This design comes from an exercise in tuning for small area, a short achievable clock period and few clock cycles on the open sky130 flow, not from production work.
At most, simulation tests tie the RTL to the original design; equivalence was not proved.
The flow treats the clock pin as an ideal source. Dropping or thinning the clock tree relies on that and would not hold on a real chip.
Power is estimated from default activity; no workload was simulated.

Setup of oak:
==> module ni_apb_bridge, before the edit <==
module ni_apb_bridge (
    input         clk,
    input         resetn,
    input  [15:0] i_flit,
    input         enable,
    output [15:0] o_flit,
    output        ready,
    output        valid_out,
    input  [31:0] prdata,
    input         pready,
    input         pslverr,
    output [13:0] paddr,
    output        psel,
    output        penable,
    output        pwrite,
    output [31:0] pwdata
);
  localparam [2:0] RX_IDLE = 3'b000, RX_B0 = 3'b001, RX_B1 = 3'b011, RX_B2 = 3'b010,
                   RX_B3 = 3'b110, RX_TL = 3'b111;
  reg [15:0] h_q, t_q, o_q;    
  reg [31:0] pw_q;             
  reg        e_q;              
  reg        rdy_q, psel_q, pen_q, vld_q;
  reg [2:0]  rx_q;
  reg        infl_q;           
  reg        pend_q;           
  reg [3:0]  bt_q;             
  wire take   = rdy_q & enable;
  wire xend   = pen_q & pready;
  wire ofree  = ~vld_q | bt_q[3];
  wire start  = (xend | pend_q) & ofree;
  wire [31:0] rd_perm = {prdata[1:0], prdata[31:18], prdata[17:2]};
  wire [31:0] wr_flit = {i_flit[2:1], i_flit[15:1], i_flit[15:1]};
  wire rx_b01 = ~rx_q[2] & rx_q[0];    
  wire [31:0] pw_d = {(rx_q == RX_B2 && !pen_q) ? wr_flit[31:30] : rd_perm[31:30],
                      rx_b01 ? wr_flit[29:0] : rd_perm[29:0]};
  wire ld0 = xend | (rx_q == RX_B0);
  wire ld1 = xend | (rx_q == RX_B1);
  wire ld2 = xend | (rx_q == RX_B2);
  always @(posedge clk) begin
    if (!resetn) begin
      rdy_q  <= 1'b1;
      rx_q   <= RX_IDLE;
      infl_q <= 1'b0;
      psel_q <= 1'b0;
      pen_q  <= 1'b0;
      pend_q <= 1'b0;
      vld_q  <= 1'b0;
    end else begin
      case (rx_q)
        RX_IDLE: if (take) rx_q <= RX_B0;
        RX_B0:   rx_q <= RX_B1;
        RX_B1:   rx_q <= RX_B2;
        RX_B2:   rx_q <= RX_B3;
        RX_B3:   rx_q <= RX_TL;
        default: rx_q <= RX_IDLE;
      endcase
      if (take) infl_q <= 1'b1;
      else if (start) infl_q <= 1'b0;
      rdy_q <= ~take & (rx_q == RX_IDLE || rx_q == RX_TL) & (~infl_q | start);
      if ((rx_q == RX_B0 && !i_flit[1]) || (rx_q == RX_B2 && pw_q[0])) psel_q <= 1'b1;
      else if (xend) psel_q <= 1'b0;
      pen_q  <= psel_q & ~xend;
      pend_q <= (xend | pend_q) & ~start;
      if (start) vld_q <= 1'b1;
      else if (bt_q[3]) vld_q <= 1'b0;
    end
  end
  always @(posedge clk) begin
    if (rdy_q) h_q <= i_flit;
    if (rx_q == RX_TL) t_q <= i_flit;
    if (ld0) pw_q[14:0]  <= pw_d[14:0];
    if (ld1) pw_q[29:15] <= pw_d[29:15];
    if (ld2) pw_q[31:30] <= pw_d[31:30];
    if (pen_q) e_q <= pslverr;
    if (ofree) begin
      o_q  <= h_q;
      bt_q <= 4'b0000;
    end else begin
      bt_q <= {bt_q[2:0], ~|bt_q[2:0]};
      o_q  <= ({16{~|bt_q[2:0]}} & {2'b00, pw_q[29:16]})
            | ({16{bt_q[0]}} & pw_q[15:0])
            | ({16{bt_q[1]}} & {pw_q[31:30], e_q, 13'b0})
            | ({16{bt_q[2]}} & t_q);
    end
  end
  assign ready     = rdy_q;
  assign valid_out = vld_q;
  assign o_flit    = o_q;
  assign psel      = psel_q;
  assign penable   = pen_q;
  assign paddr     = pw_q[14:1];
  assign pwrite    = pw_q[0];
  assign pwdata    = pw_q;
endmodule
==> flow/config.mk <==
export PLATFORM = sky130hd
export DESIGN_NAME = ni_apb_bridge
export DESIGN_NICKNAME = ni_apb_bridge
export VERILOG_FILES = /design/flow/design.v
export SDC_FILE = /design/flow/constraint.sdc
export NUM_CORES = 4
export LEC_CHECK = 0
export CAP_MARGIN = 20
export CORE_MARGIN = 2
export CORE_UTILIZATION = 50
export PLACE_DENSITY = 0.8
export SETUP_SLACK_MARGIN = 3.2
export SLEW_MARGIN = 20
==> flow/constraint.sdc <==
create_clock -name core_clock -period 5.0 [get_ports {clk}]
set_input_delay 1.0000 -clock core_clock [delete_from_list [all_inputs] [get_ports {clk}]]
set_output_delay 1.0000 -clock core_clock [all_outputs]
set_load 0.01 [all_outputs]
standard.sh (not shown) runs the stock make flow with config.mk's settings and CLKGATE_MAP_FILE= SYNTH_SCRIPT=/design/flow/synth_recipe.tcl, a recipe that flattens the netlist after the stock synthesis.
==> flow/flow/run.sh <==
#!/bin/bash
# The standard layout, except:
#  - the port buffers are sky130_fd_sc_hd__buf_1 (buffer_ports otherwise
#    picks clkdlybuf4s50_1, a slow delay cell);
#  - the clock tree is four clkbuf_16 fed from the clock port, each driving
#    a quarter of the flip-flops (see mantree.tcl), in place of TritonCTS's
#    two-level H-tree.
set -euo pipefail
export BUFFER_PORTS_ARGS="-buffer_cell sky130_fd_sc_hd__buf_1"
export PRE_CTS_TCL="$PWD/flow/pre_cts.tcl"
bash standard.sh finish > standard_flow.log 2>&1
==> flow/flow/mantree.tcl <==
# Clock tree of NB clkbuf_16 buffers, each driving a slice of the flip-flops
# (sorted by x), all fed straight from the clock port.
proc manual_clock_tree { nb } {
  set block [ord::get_db_block]
  set clknet [$block findNet clk]
  set master [[ord::get_db] findMaster sky130_fd_sc_hd__clkbuf_16]
  set sinks {}
  foreach it [$clknet getITerms] {
    set inst [$it getInst]
    set bb [$inst getBBox]
    lappend sinks [list [expr {([$bb xMin] + [$bb xMax]) / 2}] [expr {([$bb yMin] + [$bb yMax]) / 2}] $it]
  }
  set sinks [lsort -integer -index 0 $sinks]
  set n [llength $sinks]
  for {set b 0} {$b < $nb} {incr b} {
    set lo [expr {$b * $n / $nb}]
    set hi [expr {($b + 1) * $n / $nb - 1}]
    set grp [lrange $sinks $lo $hi]
    set sx 0; set sy 0
    foreach s $grp { incr sx [lindex $s 0]; incr sy [lindex $s 1] }
    set cx [expr {$sx / [llength $grp]}]
    set cy [expr {$sy / [llength $grp]}]
    set inst [odb::dbInst_create $block $master clkman_$b]
    set net [odb::dbNet_create $block clkman_net_$b]
    $net setSigType CLOCK
    [$inst findITerm A] connect $clknet
    [$inst findITerm X] connect $net
    foreach s $grp {
      set it [lindex $s 2]
      $it disconnect
      $it connect $net
    }
    $inst setLocation $cx $cy
    $inst setPlacementStatus PLACED
  }
}
==> flow/flow/pre_cts.tcl <==
# Sourced by ORFS's cts.tcl before clock tree synthesis (PRE_CTS_TCL): build
# the clock tree by hand instead, as a few clkbuf_16 fed from the clock port.
source [file join [file dirname [info script]] mantree.tcl]
rename clock_tree_synthesis orfs_clock_tree_synthesis
proc clock_tree_synthesis { args } {
  manual_clock_tree 4
  set_propagated_clock [all_clocks]
}
Every stage of the flow completed for oak, and the final layout passed the timing, design-rule and antenna checks.
Testbench counts of oak, summed over its fixed seeds: cycles 10,485.
For pine, these inputs were changed with respect to oak:
--- a/flow/design.v
+++ b/flow/design.v
@@ -30,11 +30,9 @@
   wire ofree  = ~vld_q | bt_q[3];
   wire start  = (xend | pend_q) & ofree;
   wire [31:0] rd_perm = {prdata[1:0], prdata[31:18], prdata[17:2]};
   wire [31:0] wr_flit = {i_flit[2:1], i_flit[15:1], i_flit[15:1]};
-  wire rx_b01 = ~rx_q[2] & rx_q[0];    
-  wire [31:0] pw_d = {(rx_q == RX_B2 && !pen_q) ? wr_flit[31:30] : rd_perm[31:30],
-                      rx_b01 ? wr_flit[29:0] : rd_perm[29:0]};
+  wire [31:0] pw_d    = pen_q ? rd_perm : wr_flit;
   wire ld0 = xend | (rx_q == RX_B0);
   wire ld1 = xend | (rx_q == RX_B1);
   wire ld2 = xend | (rx_q == RX_B2);
   always @(posedge clk) begin
==> comparison <==
Die area ends up lower on oak.
pine gives less number of global-route vias before repair than oak did.
Relative to oak, wire length has decreased by about 6% in pine.
Compare pine and oak | number of nets at the end of the flow higher: pine
Complex-gate fraction of the synthesized area ends up higher on pine.
pine vs. oak: estimated wirelength of the detail-placed design has decreased; worst hold margin has decreased; critical path depth has increased; worst vdd rail ir drop has increased.
For pine, only the layout was checked, not whether the RTL still works. No run of this note takes its clock network from TritonCTS; it comes from the design's own scripts or RTL.

* * *

## job 3733
The RTL this note starts from:
==> flow/design.v <==
module ni_apb_bridge (
    input         clk,
    input         resetn,
    input  [15:0] i_flit,
    input         enable,
    output [15:0] o_flit,
    output        ready,
    output        valid_out,
    input  [31:0] prdata,
    input         pready,
    input         pslverr,
    output [13:0] paddr,
    output        psel,
    output        penable,
    output        pwrite,
    output [31:0] pwdata
);
  localparam [2:0] RX_IDLE = 3'b000, RX_B0 = 3'b001, RX_B1 = 3'b011, RX_B2 = 3'b010,
                   RX_B3 = 3'b110, RX_TL = 3'b111;
  reg [15:0] h_q, t_q, o_q;    
  reg [31:0] pw_q;             
  reg        e_q;              
  reg        rdy_q, psel_q, pen_q, vld_q;
  reg [2:0]  rx_q;
  reg        infl_q;           
  reg        pend_q;           
  reg [4:0]  bt_q;             
  wire take   = rdy_q & enable;
  wire xend   = pen_q & pready;
  wire ofree  = ~vld_q | bt_q[4];
  wire start  = (xend | pend_q) & ofree;
  wire [31:0] rd_perm = {prdata[1:0], prdata[31:18], prdata[17:2]};
  wire [31:0] wr_flit = {i_flit[2:1], i_flit[15:1], i_flit[15:1]};
  wire rx_b01 = ~rx_q[2] & rx_q[0];    
  wire [31:0] pw_d = {(rx_q == RX_B2 && !pen_q) ? wr_flit[31:30] : rd_perm[31:30],
                      rx_b01 ? wr_flit[29:0] : rd_perm[29:0]};
  wire ld0 = xend | (rx_q == RX_B0);
  wire ld1 = xend | (rx_q == RX_B1);
  wire ld2 = xend | (rx_q == RX_B2);
  always @(posedge clk) begin
    if (!resetn) begin
      rdy_q  <= 1'b1;
      rx_q   <= RX_IDLE;
      infl_q <= 1'b0;
      psel_q <= 1'b0;
      pen_q  <= 1'b0;
      pend_q <= 1'b0;
      vld_q  <= 1'b0;
    end else begin
      case (rx_q)
        RX_IDLE: if (take) rx_q <= RX_B0;
        RX_B0:   rx_q <= RX_B1;
        RX_B1:   rx_q <= RX_B2;
        RX_B2:   rx_q <= RX_B3;
        RX_B3:   rx_q <= RX_TL;
        default: rx_q <= RX_IDLE;
      endcase
      if (take) infl_q <= 1'b1;
      else if (start) infl_q <= 1'b0;
      rdy_q <= ~take & (rx_q == RX_IDLE || rx_q == RX_TL) & (~infl_q | start);
      if ((rx_q == RX_B0 && !i_flit[1]) || (rx_q == RX_B2 && pw_q[0])) psel_q <= 1'b1;
      else if (xend) psel_q <= 1'b0;
      pen_q  <= psel_q & ~xend;
      pend_q <= (xend | pend_q) & ~start;
      if (start) vld_q <= 1'b1;
      else if (bt_q[4]) vld_q <= 1'b0;
    end
  end
  always @(posedge clk) begin
    if (rdy_q) h_q <= i_flit;
    if (rx_q == RX_TL) t_q <= i_flit;
    if (ld0) pw_q[14:0]  <= pw_d[14:0];
    if (ld1) pw_q[29:15] <= pw_d[29:15];
    if (ld2) pw_q[31:30] <= pw_d[31:30];
    if (pen_q) e_q <= pslverr;
    if (ofree) begin
      o_q  <= h_q;
      bt_q <= 5'b00001;
    end else begin
      bt_q <= {bt_q[3:0], 1'b0};
      o_q  <= ({16{bt_q[0]}} & {2'b00, pw_q[29:16]})
            | ({16{bt_q[1]}} & pw_q[15:0])
            | ({16{bt_q[2]}} & {pw_q[31:30], e_q, 13'b0})
            | ({16{bt_q[3]}} & t_q);
    end
  end
  assign ready     = rdy_q;
  assign valid_out = vld_q;
  assign o_flit    = o_q;
  assign psel      = psel_q;
  assign penable   = pen_q;
  assign paddr     = pw_q[14:1];
  assign pwrite    = pw_q[0];
  assign pwdata    = pw_q;
endmodule
export LEC_CHECK = 0
export CAP_MARGIN = 20
export CORE_MARGIN = 2
export CORE_UTILIZATION = 50
export PLACE_DENSITY = 0.8
export SETUP_SLACK_MARGIN = 3.2
export SLEW_MARGIN = 20
create_clock -name core_clock -period 5.0 [get_ports {clk}]
Scripts as last shown in full above: flow/flow/run.sh, flow/flow/mantree.tcl, flow/flow/pre_cts.tcl
--- input diff job 3733..job 2071 ---
==> flow/design.v <==
module ni_apb_bridge (
    input         clk,
    input         resetn,
    input  [15:0] i_flit,
    input         enable,
    output [15:0] o_flit,
    output        ready,
    output        valid_out,
    input  [31:0] prdata,
    input         pready,
    input         pslverr,
    output [13:0] paddr,
    output        psel,
    output        penable,
    output        pwrite,
    output [31:0] pwdata
);
  localparam [2:0] RX_IDLE = 3'b000, RX_B0 = 3'b001, RX_B1 = 3'b011, RX_B2 = 3'b111,
                   RX_B3 = 3'b110, RX_TL = 3'b100;
  reg [15:0] h_q, t_q, o_q;    
  reg [31:0] pw_q;             
  reg        e_q;              
  reg        rdy_q, psel_q, pen_q, vld_q;
  reg [2:0]  rx_q;
  reg        infl_q;           
  reg        pend_q;           
  reg [3:0]  bt_q;             
  wire take   = rdy_q & enable;
  wire xend   = pen_q & pready;
  wire ofree  = ~vld_q | bt_q[3];
  wire start  = (xend | pend_q) & ofree;
  wire [31:0] rd_perm = {prdata[1:0], prdata[31:18], prdata[17:2]};
  wire [31:0] wr_flit = {i_flit[2:1], i_flit[15:1], i_flit[15:1]};
  wire rx_b01 = ~rx_q[2] & rx_q[0];    
  wire [31:0] pw_d = {(rx_b2 && !pen_q) ? wr_flit[31:30] : rd_perm[31:30],
                      rx_b01 ? wr_flit[29:0] : rd_perm[29:0]};
  wire rx_b0 = ~rx_q[1] & rx_q[0];
  wire rx_b1 = ~rx_q[2] & rx_q[1];
  wire rx_b2 = rx_q[2] & rx_q[0];
  wire rx_tl = rx_q[2] & ~rx_q[1];
  wire ld0 = xend | rx_b0;
  wire ld1 = xend | rx_b1;
  wire ld2 = xend | rx_b2;
  always @(posedge clk) begin
    if (!resetn) begin
      rdy_q  <= 1'b1;
      rx_q   <= RX_IDLE;
      infl_q <= 1'b0;
      psel_q <= 1'b0;
      pen_q  <= 1'b0;
      pend_q <= 1'b0;
      vld_q  <= 1'b0;
    end else begin
      if (rx_q != RX_IDLE || take) rx_q <= {rx_q[1:0], ~rx_q[2]};
      if (take) infl_q <= 1'b1;
      else if (start) infl_q <= 1'b0;
      rdy_q <= ~take & ~rx_q[1] & ~rx_q[0] & (~infl_q | start);    
      if ((rx_b0 && !i_flit[1]) || (rx_b2 && pw_q[0])) psel_q <= 1'b1;
      else if (xend) psel_q <= 1'b0;
      pen_q  <= psel_q & ~xend;
      pend_q <= (xend | pend_q) & ~start;
      if (start) vld_q <= 1'b1;
      else if (bt_q[3]) vld_q <= 1'b0;
    end
  end
  always @(posedge clk) begin
    if (rdy_q) h_q <= i_flit;
    if (rx_tl) t_q <= i_flit;
    if (ld0) pw_q[14:0]  <= pw_d[14:0];
    if (ld1) pw_q[29:15] <= pw_d[29:15];
    if (ld2) pw_q[31:30] <= pw_d[31:30];
    if (pen_q) e_q <= pslverr;
    if (ofree) begin
      o_q  <= h_q;
      bt_q <= 4'b0000;
    end else begin
      bt_q <= {bt_q[2:0], ~|bt_q[2:0]};
      o_q  <= ({16{~|bt_q[2:0]}} & {2'b00, pw_q[29:16]})
            | ({16{bt_q[0]}} & pw_q[15:0])
            | ({16{bt_q[1]}} & {pw_q[31:30], e_q, 13'b0})
            | ({16{bt_q[2]}} & t_q);
    end
  end
  assign ready     = rdy_q;
  assign valid_out = vld_q;
  assign o_flit    = o_q;
  assign psel      = psel_q;
  assign penable   = pen_q;
  assign paddr     = pw_q[14:1];
  assign pwrite    = pw_q[0];
  assign pwdata    = pw_q;
endmodule
--- outcome ---
As far as number of nets in the layout is concerned, job 2071 and job 3733 perform about the same.
In terms of die span in x, job 3733 and job 2071 differ only marginally.
The higher highest achievable clock rate came out of job 2071.
Job 2071 — portion of total power attributed to the clock network 0.4 points higher, job 3733 as reference
Looking at count of inverters other than clock inverters in the layout, job 2071 sits 1 higher than job 3733 does.
Job 3733 was smaller in final cell area than job 2071.
Job 2071: fraction of area in registers lower than job 3733
[compare] base=job 3733 new=job 2071: mux cell area share after synthesis went up; final worst slack has increased; sequential cell count fell about 1%; synthesized area higher.
Measured against each other, job 2071 and job 3733 differ in wire length of the first global-routing pass, the higher figure coming from job 3733.
The final critical-path required period in job 2071 sits 26 ps below the value recorded for job 3733.
Function was not checked in any run of this note: the RTL went through the layout flow alone. No run of this note takes its clock network from TritonCTS; it comes from the design's own scripts or RTL.

-- re-timing with driven ports --
Ports are ideal in the flow. The routed layouts listed here were re-timed in OpenROAD. Step 1, drivers: a clkbuf_16 drives clk and a buf_2 each remaining input, both assumed. Step 2 moves the port delays by t, midway between the first and last clock arrival at a register: inputs arrive t later, outputs are due t later. That takes back most of the time a late clock gives input paths. Slacks: no drivers / after step 1 / after step 2; pairs: no drivers / after step 1.
| run | t, ns | setup slack, ns | slew at the worst register clock pin (ns) | pins driven straight from the clock port |
|---|---|---|---|---|
| oak | 0.221 | 3.232 / 3.161 / 3.085 | 0.09 / 0.09 | 4 |
| pine | 0.221 | 3.143 / 3.073 / 3.110 | 0.09 / 0.09 | 4 |
| job 3733 | 0.228 | 3.179 / 3.107 / 3.083 | 0.10 / 0.10 | 4 |
| job 2071 | 0.221 | 3.206 / 3.138 / 3.059 | 0.09 / 0.09 | 4 |
After both steps setup and hold are still met in every run listed.
